This design comes from an exercise in tuning for a short achievable clock period and few clock cycles per item on the open sky130 flow, not from production work. RTL that was checked went through simulation tests only; none was proved equivalent to the original. Power is estimated from default activity; no workload was simulated.

Design draw_fpv, start of the top module:
module draw_fpv(clock, reset,
                start, done,
                player_pos_x, player_pos_y, player_angle,
                grid_x, grid_y, grid_out,
                vga_x, vga_y, vga_colour, vga_write);
==> module raytracer, before the edit <==
module raytracer(clock, reset,
                 start, pos_x, pos_y, angle,
                 grid_x, grid_y, grid_out,
                 room, push, push_cell, push_vert);
    input clock;
    input reset;
    input start;
    input [13:0] pos_x;
    input [12:0] pos_y;
    input [7:0] angle;
    output [5:0] grid_x;
    output [4:0] grid_y;
    input [2:0] grid_out;
    input room;                  
    output push;                 
    output [2:0] push_cell;      
    output push_vert;            
    reg [6:0] ncols;             
    reg okr;                     
    reg h1;                      
    reg [7:0] an;
    reg [5:0] rx, ry;
    reg rw0, rw1;
    wire [5:0] rom_x, rom_y;
    wire rom_w0, rom_w1;
    bytian_to_vector btv0 (.r(an[5:0]), .x(rom_x), .y(rom_y), .w0(rom_w0), .w1(rom_w1));
    wire [6:0] px = {1'b0, rx};
    wire [6:0] py = {1'b0, ry};
    wire [6:0] mx, my;
    negate #(.W(7)) ngx (.a(px), .y(mx));
    negate #(.W(7)) ngy (.a(py), .y(my));
    reg [6:0] qdx, qdy;
    always @(*) begin
        case (an[7:6])
            2'd0: begin qdx = px; qdy = py; end
            2'd1: begin qdx = py; qdy = mx; end
            2'd2: begin qdx = mx; qdy = my; end
            default: begin qdx = my; qdy = px; end
        endcase
    end
    reg [6:0] ndx, ndy;
    reg nwide;
    reg act;                     
    reg [6:0] dx, dy;
    reg wide;
    reg [6:0] xa, ya;            
    reg incx, decx;              
    reg incy, decy;
    reg [6:0] xb;                
    reg [5:0] yb;                
    reg tcx, tcy;                
    reg rv;
    reg [2:0] gq;
    reg wq;                      
    reg exq, eyq;
    reg [5:0] gx;
    reg [4:0] gy;
    assign grid_x = gx;
    assign grid_y = gy;
    wire [6:0] nxa, nya;
    wire ncxa, ncya;
    ks_adder #(.W(7)) addxa (.a(xa), .b(dx), .sum(nxa), .cout(ncxa));
    ks_adder #(.W(7)) addya (.a(ya), .b(dy), .sum(nya), .cout(ncya));
    wire [6:0] nxb;
    wire [5:0] nyb;
    step_one #(.W(7)) sox (.a(xb), .inc(incx), .dec(decx), .y(nxb));
    step_one #(.W(6)) soy (.a(yb), .inc(incy), .dec(decy), .y(nyb));
    wire hit = rv & wq;
    wire cstart = okr & (~act | hit);
    wire act_next = cstart | (act & ~hit);
    assign push = hit;
    assign push_cell = gq;
    assign push_vert = (exq & ~eyq) | (wide & ~(exq ^ eyq));
    always @(posedge clock) begin
        rx <= rom_x;
        ry <= rom_y;
        rw0 <= rom_w0;
        rw1 <= rom_w1;
        ndx <= qdx;
        ndy <= qdy;
        nwide <= an[6] ? rw1 : rw0;
        gq <= grid_out;
        wq <= grid_out != 3'd0;
        exq <= tcx;
        eyq <= tcy;
        if (cstart) begin
            xa <= pos_x[6:0];
            ya <= pos_y[6:0];
            xb <= pos_x[13:7];
            yb <= pos_y[12:7];
            incx <= 1'b0;
            decx <= 1'b0;
            incy <= 1'b0;
            decy <= 1'b0;
            tcx <= 1'b0;
            tcy <= 1'b0;
            dx <= ndx;
            dy <= ndy;
            wide <= nwide;
        end
        else begin
            xa <= nxa;
            ya <= nya;
            incx <= ncxa & ~dx[6];
            decx <= ~ncxa & dx[6];
            incy <= ncya & ~dy[6];
            decy <= ~ncya & dy[6];
            xb <= nxb;
            yb <= nyb;
            tcx <= (incx & xb[0]) | (decx & ~xb[0]);
            tcy <= (incy & yb[0]) | (decy & ~yb[0]);
        end
        if (reset | ~act_next) begin
            gx <= 6'd0;
            gy <= 5'd0;
        end
        else begin
            gx <= cstart ? pos_x[13:8] : nxb[6:1];
            gy <= cstart ? pos_y[12:8] : nyb[5:1];
        end
        if (start)
            an <= angle + 8'd176;        
        else if (cstart)
            an <= an + 8'd1;
        if (reset) begin
            ncols <= 7'd120;
            act <= 1'b0;
            rv <= 1'b0;
            okr <= 1'b0;
            h1 <= 1'b0;
        end
        else if (start) begin
            ncols <= 7'd0;
            act <= 1'b0;
            rv <= 1'b0;
            okr <= 1'b0;
            h1 <= 1'b1;
        end
        else begin
            h1 <= cstart;
            if (cstart)
                ncols <= ncols + 7'd1;
            act <= act_next;
            rv <= act & ~hit;
            okr <= ~h1 & (ncols != 7'd120) & room;
        end
    end
endmodule
export LEC_CHECK = 0
export ABC_CLOCK_PERIOD_IN_PS = 1800
export CAP_MARGIN = 20
export CORE_MARGIN = 2
export CORE_UTILIZATION = 40
export PLACE_DENSITY = 0.6
export SETUP_SLACK_MARGIN = 2.7
export SLEW_MARGIN = 20
export SYNTH_MEMORY_MAX_BITS = 16384
create_clock -name core_clock -period 4.5 [get_ports {clock}]
run.sh (not shown) runs the stock make flow with config.mk's settings and CLKGATE_MAP_FILE= SYNTH_SCRIPT=/design/flow/synth_recipe.tcl, a recipe that flattens the netlist after the stock synthesis.
==> next run, changes <==
--- a/flow/design.v
+++ b/flow/design.v
@@ -157,11 +157,13 @@
     input room;                  
     output push;                 
     output [2:0] push_cell;      
     output push_vert;            
+    reg boot;                    
+    reg running;
     reg [6:0] ncols;             
     reg okr;                     
-    reg h1;                      
+    reg c1;                      
     reg [7:0] an;
     reg [5:0] rx, ry;
     reg rw0, rw1;
     wire [5:0] rom_x, rom_y;
@@ -195,12 +197,10 @@
     reg rv;
     reg [2:0] gq;
     reg wq;                      
     reg exq, eyq;
-    reg [5:0] gx;
-    reg [4:0] gy;
-    assign grid_x = gx;
-    assign grid_y = gy;
+    assign grid_x = xb[6:1];
+    assign grid_y = yb[5:1];
     wire [6:0] nxa, nya;
     wire ncxa, ncya;
     ks_adder #(.W(7)) addxa (.a(xa), .b(dx), .sum(nxa), .cout(ncxa));
     ks_adder #(.W(7)) addya (.a(ya), .b(dy), .sum(nya), .cout(ncya));
@@ -209,9 +209,8 @@
     step_one #(.W(7)) sox (.a(xb), .inc(incx), .dec(decx), .y(nxb));
     step_one #(.W(6)) soy (.a(yb), .inc(incy), .dec(decy), .y(nyb));
     wire hit = rv & wq;
     wire cstart = okr & (~act | hit);
-    wire act_next = cstart | (act & ~hit);
     assign push = hit;
     assign push_cell = gq;
     assign push_vert = (exq & ~eyq) | (wide & ~(exq ^ eyq));
     always @(posedge clock) begin
@@ -252,41 +251,37 @@
             yb <= nyb;
             tcx <= (incx & xb[0]) | (decx & ~xb[0]);
             tcy <= (incy & yb[0]) | (decy & ~yb[0]);
         end
-        if (reset | ~act_next) begin
-            gx <= 6'd0;
-            gy <= 5'd0;
-        end
-        else begin
-            gx <= cstart ? pos_x[13:8] : nxb[6:1];
-            gy <= cstart ? pos_y[12:8] : nyb[5:1];
-        end
         if (start)
             an <= angle + 8'd176;        
         else if (cstart)
             an <= an + 8'd1;
         if (reset) begin
-            ncols <= 7'd120;
+            running <= 1'b0;
+            boot <= 1'b0;
             act <= 1'b0;
             rv <= 1'b0;
             okr <= 1'b0;
-            h1 <= 1'b0;
+            c1 <= 1'b0;
         end
         else if (start) begin
+            boot <= 1'b1;
+            running <= 1'b1;
             ncols <= 7'd0;
             act <= 1'b0;
             rv <= 1'b0;
             okr <= 1'b0;
-            h1 <= 1'b1;
+            c1 <= 1'b0;
         end
         else begin
-            h1 <= cstart;
+            boot <= 1'b0;
+            c1 <= cstart;
             if (cstart)
                 ncols <= ncols + 7'd1;
-            act <= act_next;
+            act <= cstart | (act & ~hit);
             rv <= act & ~hit;
-            okr <= ~h1 & (ncols != 7'd120) & room;
+            okr <= running & ~boot & ~c1 & (ncols != 7'd120) & room;
         end
     end
 endmodule
 module draw_vertical_line(clock, reset,
Combinational power came out higher by about 10%.
Design area stays flat.
Count of clock-buffer cells in the layout came out lower by 2.
Power came out higher by 2.8%.
Via count came out lower by 1.0%.
Die area came out lower by 0.93%.
Cell count came out lower by 2.2%.
Testbench counts after the change, summed over its fixed seeds: cycles 923,715, frames 64.
No functional check of the RTL was part of the first run of this note.

what the ideal ports hide:
No port has a modelled driver above. Below, the same layouts with a new extraction and two added sets of constraints.
Step 1: set_driving_cell puts a clkbuf_16 on clock and a buf_2 on each other input, an assumption about the parent block.
Step 2 times the ports against the registers' clock, not the clock port: input delays grow and output delays shrink by t, the midpoint of the rising clock arrivals with the driver on.
Slacks: no drivers / after step 1 / after step 2; pairs: no drivers / after step 1.
run	shift t [ns]	slack for setup (ns)	worst register clock-pin slew, ns	pins driven straight from the clock port
the first run	0.465	2.593 / 2.547 / 2.282	0.07 / 0.07	1
the second run	0.477	2.573 / 2.529 / 2.325	0.08 / 0.08	1
After both steps every run listed still meets setup and hold. The setup slack of the first run, which loses most, moves by -0.046 ns with the drivers and by -0.311 ns with both steps.
